From an optimization exercise on the open Yosys and OpenROAD flow, aimed at small area, a short achievable clock period and few clock cycles; shortcuts taken in it are not production practice. RTL that was checked went through simulation tests only; none was proved equivalent to the original. Power figures rest on the tool's default switching activity, not on a simulated workload.

the previous run:
## binary_to_bcd
module binary_to_bcd( input clk_in,
                      input [5:0] game_state,
                      input start,
                      input [23:0] binary_in,
                      output logic [31:0] bcd_out,
                      output logic busy
    );
    logic [31:0] R;
    logic [3:0]  t;                   
    wire rst = (game_state == 6'd1);
    logic [31:0] ld;
    logic [3:0]  t0;
    logic [3:0] zr, sel;
    always_comb begin
        zr[0] = 1'b1;
        zr[1] = (binary_in[23:19] == '0);
        zr[2] = (binary_in[23:13] == '0);
        zr[3] = (binary_in[23:5] == '0);
        for (int i = 0; i < 4; i++)
            sel[i] = zr[i] & (i == 3 || !zr[i + 1]);
        ld = '0;
        t0 = '0;
        ld = ld | ({32{sel[0]}} & {binary_in[21:0], 8'h0, binary_in[23:22]});
        t0 = t0 | ({4{sel[0]}} & 4'd1);
        ld = ld | ({32{sel[1]}} & {binary_in[15:0], 8'h0, binary_in[23:16]});
        t0 = t0 | ({4{sel[1]}} & 4'd4);
        ld = ld | ({32{sel[2]}} & {binary_in[9:0], 8'h0, binary_in[23:10]});
        t0 = t0 | ({4{sel[2]}} & 4'd7);
        ld = ld | ({32{sel[3]}} & {binary_in[1:0], 8'h0, binary_in[23:2]});
        t0 = t0 | ({4{sel[3]}} & 4'd11);
    end
    function automatic [4:0] dd(input [3:0] d, input c);
        logic [3:0] s;
        s[3] = d[3] | d[2] & (d[1] | d[0]);
        s[2] = d[2] & !d[1] & !d[0] | d[3] & d[0];
  ...
Size in the first run: ~590 cells after synthesis, ~37 flip-flops, about 3300 µm² of cells after synthesis.
==> module binary_to_bcd, before the edit <==
module binary_to_bcd( input clk_in,
                      input [5:0] game_state,
                      input start,
                      input [23:0] binary_in,
                      output logic [31:0] bcd_out,
                      output logic busy
    );
    logic [31:0] R;
    logic [3:0]  t;                   
    wire rst = (game_state == 6'd1);
    logic [31:0] ld;
    logic [3:0]  t0;
    logic [3:0] zr, sel;
    always_comb begin
        zr[0] = 1'b1;
        zr[1] = (binary_in[23:19] == '0);
        zr[2] = (binary_in[23:13] == '0);
        zr[3] = (binary_in[23:5] == '0);
        for (int i = 0; i < 4; i++)
            sel[i] = zr[i] & (i == 3 || !zr[i + 1]);
        ld = '0;
        t0 = '0;
        ld = ld | ({32{sel[0]}} & {binary_in[21:0], 8'h0, binary_in[23:22]});
        t0 = t0 | ({4{sel[0]}} & 4'd1);
        ld = ld | ({32{sel[1]}} & {binary_in[15:0], 8'h0, binary_in[23:16]});
        t0 = t0 | ({4{sel[1]}} & 4'd4);
        ld = ld | ({32{sel[2]}} & {binary_in[9:0], 8'h0, binary_in[23:10]});
        t0 = t0 | ({4{sel[2]}} & 4'd7);
        ld = ld | ({32{sel[3]}} & {binary_in[1:0], 8'h0, binary_in[23:2]});
        t0 = t0 | ({4{sel[3]}} & 4'd11);
    end
    function automatic [4:0] dd(input [3:0] d, input c);
        logic [3:0] s;
        s[3] = d[3] | d[2] & (d[1] | d[0]);
        s[2] = d[2] & !d[1] & !d[0] | d[3] & d[0];
        s[1] = d[1] & !d[2] | d[1] & d[0] | d[3] & !d[0];
        s[0] = !d[0] & (d[3] | d[2] & d[1]) | d[0] & !d[3] & !d[2];
        dd = {s, c};
    endfunction
    function automatic int thr(input int j);
        case (j)
            0: thr = 0;
            1: thr = 0;
            2: thr = 8;
            3: thr = 8;
            4: thr = 16;
            5: thr = 16;
            6: thr = 20;
            default: thr = 0;
        endcase
    endfunction
    logic [31:0] nxt, blk;
    always_comb begin
        logic [32:0] r;
        logic z;
        nxt = R;
        for (int l = 0; l < 2; l++) begin
            r[0] = nxt[31];
            for (int j = 0; j < 7; j++)
                if (2 * int'(t) + l >= thr(j))
                    r[4*j +: 5] = dd(nxt[4*j +: 4], r[4*j]);
                else
                    r[4*j +: 5] = {nxt[4*j +: 4], r[4*j]};
            r[32:29] = nxt[31:28];
            nxt = r[31:0];
        end
        blk = nxt;
        z = (nxt[31:28] == 4'd0);
        blk[31] = z;
        blk[29] = z;
        for (int j = 6; j >= 1; j--) begin
            z = z & (nxt[4*j +: 4] == 4'd0);
            blk[4*j+3] = nxt[4*j+3] | z;
            blk[4*j+1] = nxt[4*j+1] | z;
        end
    end
    wire last = (t == 4'd11);
    always_ff @(posedge clk_in) begin
        t <= busy ? t + 1'b1 : t0;
        if (rst) begin
            busy <= 1'b0;
            R    <= '0;
        end else if (busy) begin
            busy <= !last;
            R    <= last ? blk : nxt;
        end else if (start) begin
            busy <= 1'b1;
            R    <= ld;
        end
    end
    assign bcd_out = R;
endmodule
==> flow/config.mk <==
export PLATFORM = sky130hd
export DESIGN_NAME = binary_to_bcd
export DESIGN_NICKNAME = binary_to_bcd
export VERILOG_FILES = /design/flow/design.v
export SDC_FILE = /design/flow/constraint.sdc
export NUM_CORES = 4
export LEC_CHECK = 0
export ABC_AREA = 1
export CAP_MARGIN = 20
export CORE_MARGIN = 2
export CORE_UTILIZATION = 40
export SETUP_SLACK_MARGIN = 3.5
export SLEW_MARGIN = 20
==> flow/constraint.sdc <==
create_clock -name core_clock -period 6.0 [get_ports {clk_in}]
set_input_delay 1.2000 -clock core_clock [delete_from_list [all_inputs] [get_ports {clk_in}]]
set_output_delay 1.2000 -clock core_clock [all_outputs]
set_load 0.01 [all_outputs]
standard.sh (not shown) runs the stock make flow with config.mk's settings and CLKGATE_MAP_FILE= SYNTH_SCRIPT=/design/flow/synth_recipe.tcl, a recipe that flattens the netlist after the stock synthesis.
==> flow/flow/run.sh <==
#!/bin/bash
# Standard ORFS layout, with plain buf_1 cells as the port buffers.
set -euo pipefail
export BUFFER_PORTS_ARGS="-buffer_cell sky130_fd_sc_hd__buf_1"
bash standard.sh > standard_flow.log 2>&1
Testbench counts of the previous run, summed over its fixed seeds: cycles 25,282.
#### Input delta (the current run over the previous run)
--- a/flow/design.v
+++ b/flow/design.v
@@ -73,21 +73,27 @@
             z = z & (nxt[4*j +: 4] == 4'd0);
             blk[4*j+3] = nxt[4*j+3] | z;
             blk[4*j+1] = nxt[4*j+1] | z;
         end
     end
     wire last = (t == 4'd11);
+    logic run;
     always_ff @(posedge clk_in) begin
-        t <= busy ? t + 1'b1 : t0;
+        if (rst)       busy <= 1'b0;
+        else if (busy) busy <= !last;
+        else           busy <= start;
+    end
+    always_ff @(posedge clk_in) begin
+        t <= run ? t + 1'b1 : t0;
         if (rst) begin
-            busy <= 1'b0;
+            run <= 1'b0;
             R    <= '0;
-        end else if (busy) begin
-            busy <= !last;
+        end else if (run) begin
+            run <= !last;
             R    <= last ? blk : nxt;
         end else if (start) begin
-            busy <= 1'b1;
+            run <= 1'b1;
             R    <= ld;
         end
     end
     assign bcd_out = R;
 endmodule
--- outcome ---
- In terms of area of all placed cells without fillers, the previous run and the current run differ only marginally.
- Going from the previous run to the current run, floorplan core area down 41 µm², total wire length up 300 µm, hold violation count in the final report flat.
- Delta(total power of the final layout, the current run - the previous run) > 0
- Non-clock buffer count: the current run vs the previous run down 4.0%
The RTL of the current run was laid out without a check of its function.

* * *

== north ==
binary_to_bcd, a different RTL version from the one above (not shown whole).
Size in the first run: about 610 cells after synthesis, ~65 I/O pins, about 3500 µm² of cells after synthesis.
==> module binary_to_bcd, before the edit <==
module binary_to_bcd( input clk_in,
                      input [5:0] game_state,
                      input start,
                      input [23:0] binary_in,
                      output logic [31:0] bcd_out,
                      output logic busy
    );
    logic [31:0] R;
    logic [3:0]  t;                   
    wire rst = (game_state == 6'd1);
    logic [31:0] ld;
    logic [3:0]  t0;
    wire [31:0] ldr0 = {binary_in[19:0], 8'h0, binary_in[23:20]};
    wire [31:0] ldr1 = {binary_in[13:0], 8'h0, binary_in[23:14]};
    wire [31:0] ldr2 = {binary_in[7:0], 8'h0, binary_in[23:8]};
    wire [31:0] ldr3 = {binary_in[1:0], 8'h0, binary_in[23:2]};
    logic [3:0] zr, sel;
    function automatic [4:0] fx(input [3:0] v);
        logic ge10;
        ge10 = v[3] & (v[2] | v[1]);
        fx = {ge10, v[3] & !ge10, ge10 ? v[2] & v[1] : v[2], v[1] ^ ge10, v[0]};
    endfunction
    always_comb begin
        zr[0] = 1'b1;
        zr[1] = (binary_in[23:18] == '0);
        zr[2] = (binary_in[23:12] == '0);
        zr[3] = (binary_in[23:6] == '0);
        for (int i = 0; i < 4; i++)
            sel[i] = zr[i] & (i == 3 || !zr[i + 1]);
        ld = '0;
        t0 = '0;
        ld = ld | ({32{sel[0]}} & {ldr0[31:5], fx(binary_in[23:20])});
        t0 = t0 | ({4{sel[0]}} & 4'd2);
        ld = ld | ({32{sel[1]}} & {ldr1[31:5], fx(binary_in[17:14])});
        t0 = t0 | ({4{sel[1]}} & 4'd5);
        ld = ld | ({32{sel[2]}} & {ldr2[31:5], fx(binary_in[11:8])});
        t0 = t0 | ({4{sel[2]}} & 4'd8);
        ld = ld | ({32{sel[3]}} & {ldr3[31:5], fx(binary_in[5:2])});
        t0 = t0 | ({4{sel[3]}} & 4'd11);
    end
    function automatic [4:0] dd(input [3:0] d, input c);
        logic [3:0] s;
        s[3] = d[3] | d[2] & (d[1] | d[0]);
        s[2] = d[2] & !d[1] & !d[0] | d[3] & d[0];
        s[1] = d[1] & !d[2] | d[1] & d[0] | d[3] & !d[0];
        s[0] = !d[0] & (d[3] | d[2] & d[1]) | d[0] & !d[3] & !d[2];
        dd = {s, c};
    endfunction
    function automatic int thr(input int j);
        case (j)
            0: thr = 0;
            1: thr = 0;
            2: thr = 8;
            3: thr = 8;
            4: thr = 16;
            5: thr = 16;
            6: thr = 20;
            default: thr = 0;
        endcase
    endfunction
    logic [31:0] nxt, blk;
    always_comb begin
        logic [32:0] r;
        logic z;
        nxt = R;
        for (int l = 0; l < 2; l++) begin
            r[0] = nxt[31];
            for (int j = 0; j < 7; j++)
                if (2 * int'(t) + l >= thr(j))
                    r[4*j +: 5] = dd(nxt[4*j +: 4], r[4*j]);
                else
                    r[4*j +: 5] = {nxt[4*j +: 4], r[4*j]};
            r[32:29] = nxt[31:28];
            nxt = r[31:0];
        end
        blk = nxt;
        z = (nxt[31:28] == 4'd0);
        blk[31] = z;
        blk[29] = z;
        for (int j = 6; j >= 1; j--) begin
            z = z & (nxt[4*j +: 4] == 4'd0);
            blk[4*j+3] = nxt[4*j+3] | z;
            blk[4*j+1] = nxt[4*j+1] | z;
        end
    end
    wire last = (t == 4'd11);
    wire         hold = !busy & !start;
    wire         load = !busy & start;
    wire [31:0]  Rn   = {32{!rst}} & (({32{busy}} & (last ? blk : nxt)) | ({32{hold}} & R) | ({32{load}} & ld));
    always_ff @(posedge clk_in) begin
        t <= busy ? t + 1'b1 : t0;
        R <= Rn;
        if (rst)       busy <= 1'b0;
        else if (busy) busy <= !last;
        else           busy <= start;
    end
    assign bcd_out = R;
endmodule
==> flow/config.mk <==
export PLATFORM = sky130hd
export DESIGN_NAME = binary_to_bcd
export DESIGN_NICKNAME = binary_to_bcd
export VERILOG_FILES = /design/flow/design.v
export SDC_FILE = /design/flow/constraint.sdc
export NUM_CORES = 4
export LEC_CHECK = 0
export ABC_AREA = 1
export CAP_MARGIN = 20
export CORE_MARGIN = 2
export CORE_UTILIZATION = 60
export SETUP_SLACK_MARGIN = 3.5
export SLEW_MARGIN = 20
==> flow/constraint.sdc <==
create_clock -name core_clock -period 6.0 [get_ports {clk_in}]
set_input_delay 1.2000 -clock core_clock [delete_from_list [all_inputs] [get_ports {clk_in}]]
set_output_delay 1.2000 -clock core_clock [all_outputs]
set_load 0.01 [all_outputs]
Scripts as last shown in full above: flow/flow/run.sh
The inputs of south differ from those of north as listed below.
==> flow/design.v <==
`timescale 1ns / 1ps
module binary_to_bcd( input clk_in,
                      input [5:0] game_state,
                      input start,
                      input [23:0] binary_in,
                      output logic [31:0] bcd_out,
                      output logic busy
    );
    logic [29:0] R;
    logic [3:0]  t;                   
    wire rst = (game_state == 6'd1);
    logic [29:0] ld;
    logic [3:0]  t0;
    wire [29:0] ldr0 = {binary_in[19:0], 6'h0, binary_in[23:20]};    
    wire [29:0] ldr1 = {binary_in[13:0], 6'h0, binary_in[23:14]};    
    wire [29:0] ldr2 = {binary_in[7:0], 6'h0, binary_in[23:8]};    
    wire [29:0] ldr3 = {binary_in[1:0], 6'h0, binary_in[23:2]};    
    logic [3:0] zr, sel;
    function automatic [4:0] fx(input [3:0] v);
        logic ge10;
        ge10 = v[3] & (v[2] | v[1]);
        fx = {ge10, v[3] & !ge10, ge10 ? v[2] & v[1] : v[2], v[1] ^ ge10, v[0]};
    endfunction
    always_comb begin
        zr[0] = 1'b1;
        zr[1] = (binary_in[23:18] == '0);
        zr[2] = (binary_in[23:12] == '0);
        zr[3] = (binary_in[23:6] == '0);
        for (int i = 0; i < 4; i++)
            sel[i] = zr[i] & (i == 3 || !zr[i + 1]);
        ld = '0;
        t0 = '0;
        ld = ld | ({30{sel[0]}} & {ldr0[29:5], fx(binary_in[23:20])});
        t0 = t0 | ({4{sel[0]}} & 4'd2);
        ld = ld | ({30{sel[1]}} & {ldr1[29:5], fx(binary_in[17:14])});
        t0 = t0 | ({4{sel[1]}} & 4'd5);
        ld = ld | ({30{sel[2]}} & {ldr2[29:5], fx(binary_in[11:8])});
        t0 = t0 | ({4{sel[2]}} & 4'd8);
        ld = ld | ({30{sel[3]}} & {ldr3[29:5], fx(binary_in[5:2])});
        t0 = t0 | ({4{sel[3]}} & 4'd11);
    end
    function automatic [4:0] dd(input [3:0] d, input c);
        logic [3:0] s;
        s[3] = d[3] | d[2] & (d[1] | d[0]);
        s[2] = d[2] & !d[1] & !d[0] | d[3] & d[0];
        s[1] = d[1] & !d[2] | d[1] & d[0] | d[3] & !d[0];
        s[0] = !d[0] & (d[3] | d[2] & d[1]) | d[0] & !d[3] & !d[2];
        dd = {s, c};
    endfunction
    function automatic int thr(input int j);
        case (j)
            0: thr = 0;
            1: thr = 0;
            2: thr = 8;
            3: thr = 12;
            4: thr = 16;
            5: thr = 18;
            6: thr = 22;
            default: thr = 0;
        endcase
    endfunction
    logic [29:0] nxt, blk;
    always_comb begin
        logic [30:0] r;
        logic z;
        nxt = R;
        for (int l = 0; l < 2; l++) begin
            r[0] = nxt[29];
            for (int j = 0; j < 7; j++)
                if (2 * int'(t) + l >= thr(j))
                    r[4*j +: 5] = dd(nxt[4*j +: 4], r[4*j]);
                else
                    r[4*j +: 5] = {nxt[4*j +: 4], r[4*j]};
            r[30:29] = nxt[29:28];
            nxt = r[29:0];
        end
        blk = nxt;
        z = (nxt[29:28] == 2'd0);
        blk[29] = z;
        for (int j = 6; j >= 1; j--) begin
            z = z & (nxt[4*j +: 4] == 4'd0);
            blk[4*j+3] = nxt[4*j+3] | z;
            blk[4*j+1] = nxt[4*j+1] | z;
        end
    end
    wire last = (t == 4'd11);
    wire         go   = !rst & busy;
    wire         hold = !rst & !busy & !start;
    wire         load = !rst & !busy & start;
    wire [31:0]  Rn   = ({32{go}} & (last ? blk : nxt)) | ({32{hold}} & R) | ({32{load}} & ld);
    always_ff @(posedge clk_in) begin
        t <= busy ? t + 1'b1 : t0;
        R <= Rn;
        if (rst)       busy <= 1'b0;
        else if (busy) busy <= !last;
        else           busy <= start;
    end
    assign bcd_out = {R[29], 1'b0, R[29:0]};
endmodule
[summary]
Per the final summary, south finished and its layout is clean on timing, DRC and antenna.
Cmp north and south / fraction of power consumed by combinational cells / higher: north
The run showing the greater signed area change from the synthesized netlist to the final layout is south.
north -> south: design area decreased slightly
From north to south, deepest level of the CTS H-tree did not move at all.
Lower core utilization among north and south: north
Comparing north and south, the higher portion of the clock cycle consumed by the worst path in the final layout was measured on south.
On setup slack: between north and south, it ends up lower for south.
south vs. north: flip-flop and latch count decreased about 5.4%, xor/xnor share of the synthesized area essentially unchanged.
On netlist area before placement: south sits below north.
Leakage power was higher in south than in north.
No run of this note included a check of the RTL's function; only the layout flow was run.

separate check: timing with driven ports:
How much do the figures lean on ideal ports? The routed layouts below were timed once more, with nothing changed but the port constraints.
Step 1 assumes that a clkbuf_16 drives the clock port and a buf_2 every other input.
Step 2, shift: input delay + t, output delay - t, t = (earliest + latest rising clock arrival at the registers) / 2. This alone moves slack from input paths to output paths.
Slacks: no drivers / after step 1 / after step 2; pairs: no drivers / after step 1.
run | t (ns) | slack for setup (ns) | slew at the worst register clock pin (ns) | worst slew at a driven data input, ns | pins driven straight from the clock port
the previous run | 0.324 | 3.631 / 3.635 / 3.311 | 0.08 / 0.08 | 0.04 | 1
the current run | 0.328 | 3.663 / 3.675 / 3.347 | 0.08 / 0.08 | 0.04 | 1
north | 0.320 | 3.594 / 3.605 / 3.285 | 0.08 / 0.08 | 0.04 | 1
south | 0.314 | 3.566 / 3.570 / 3.256 | 0.07 / 0.07 | 0.05 | 1
After both steps every run listed still meets setup and hold. For the previous run, which loses most, drivers alone change the setup slack by +0.004 ns; drivers and shift together by -0.320 ns.
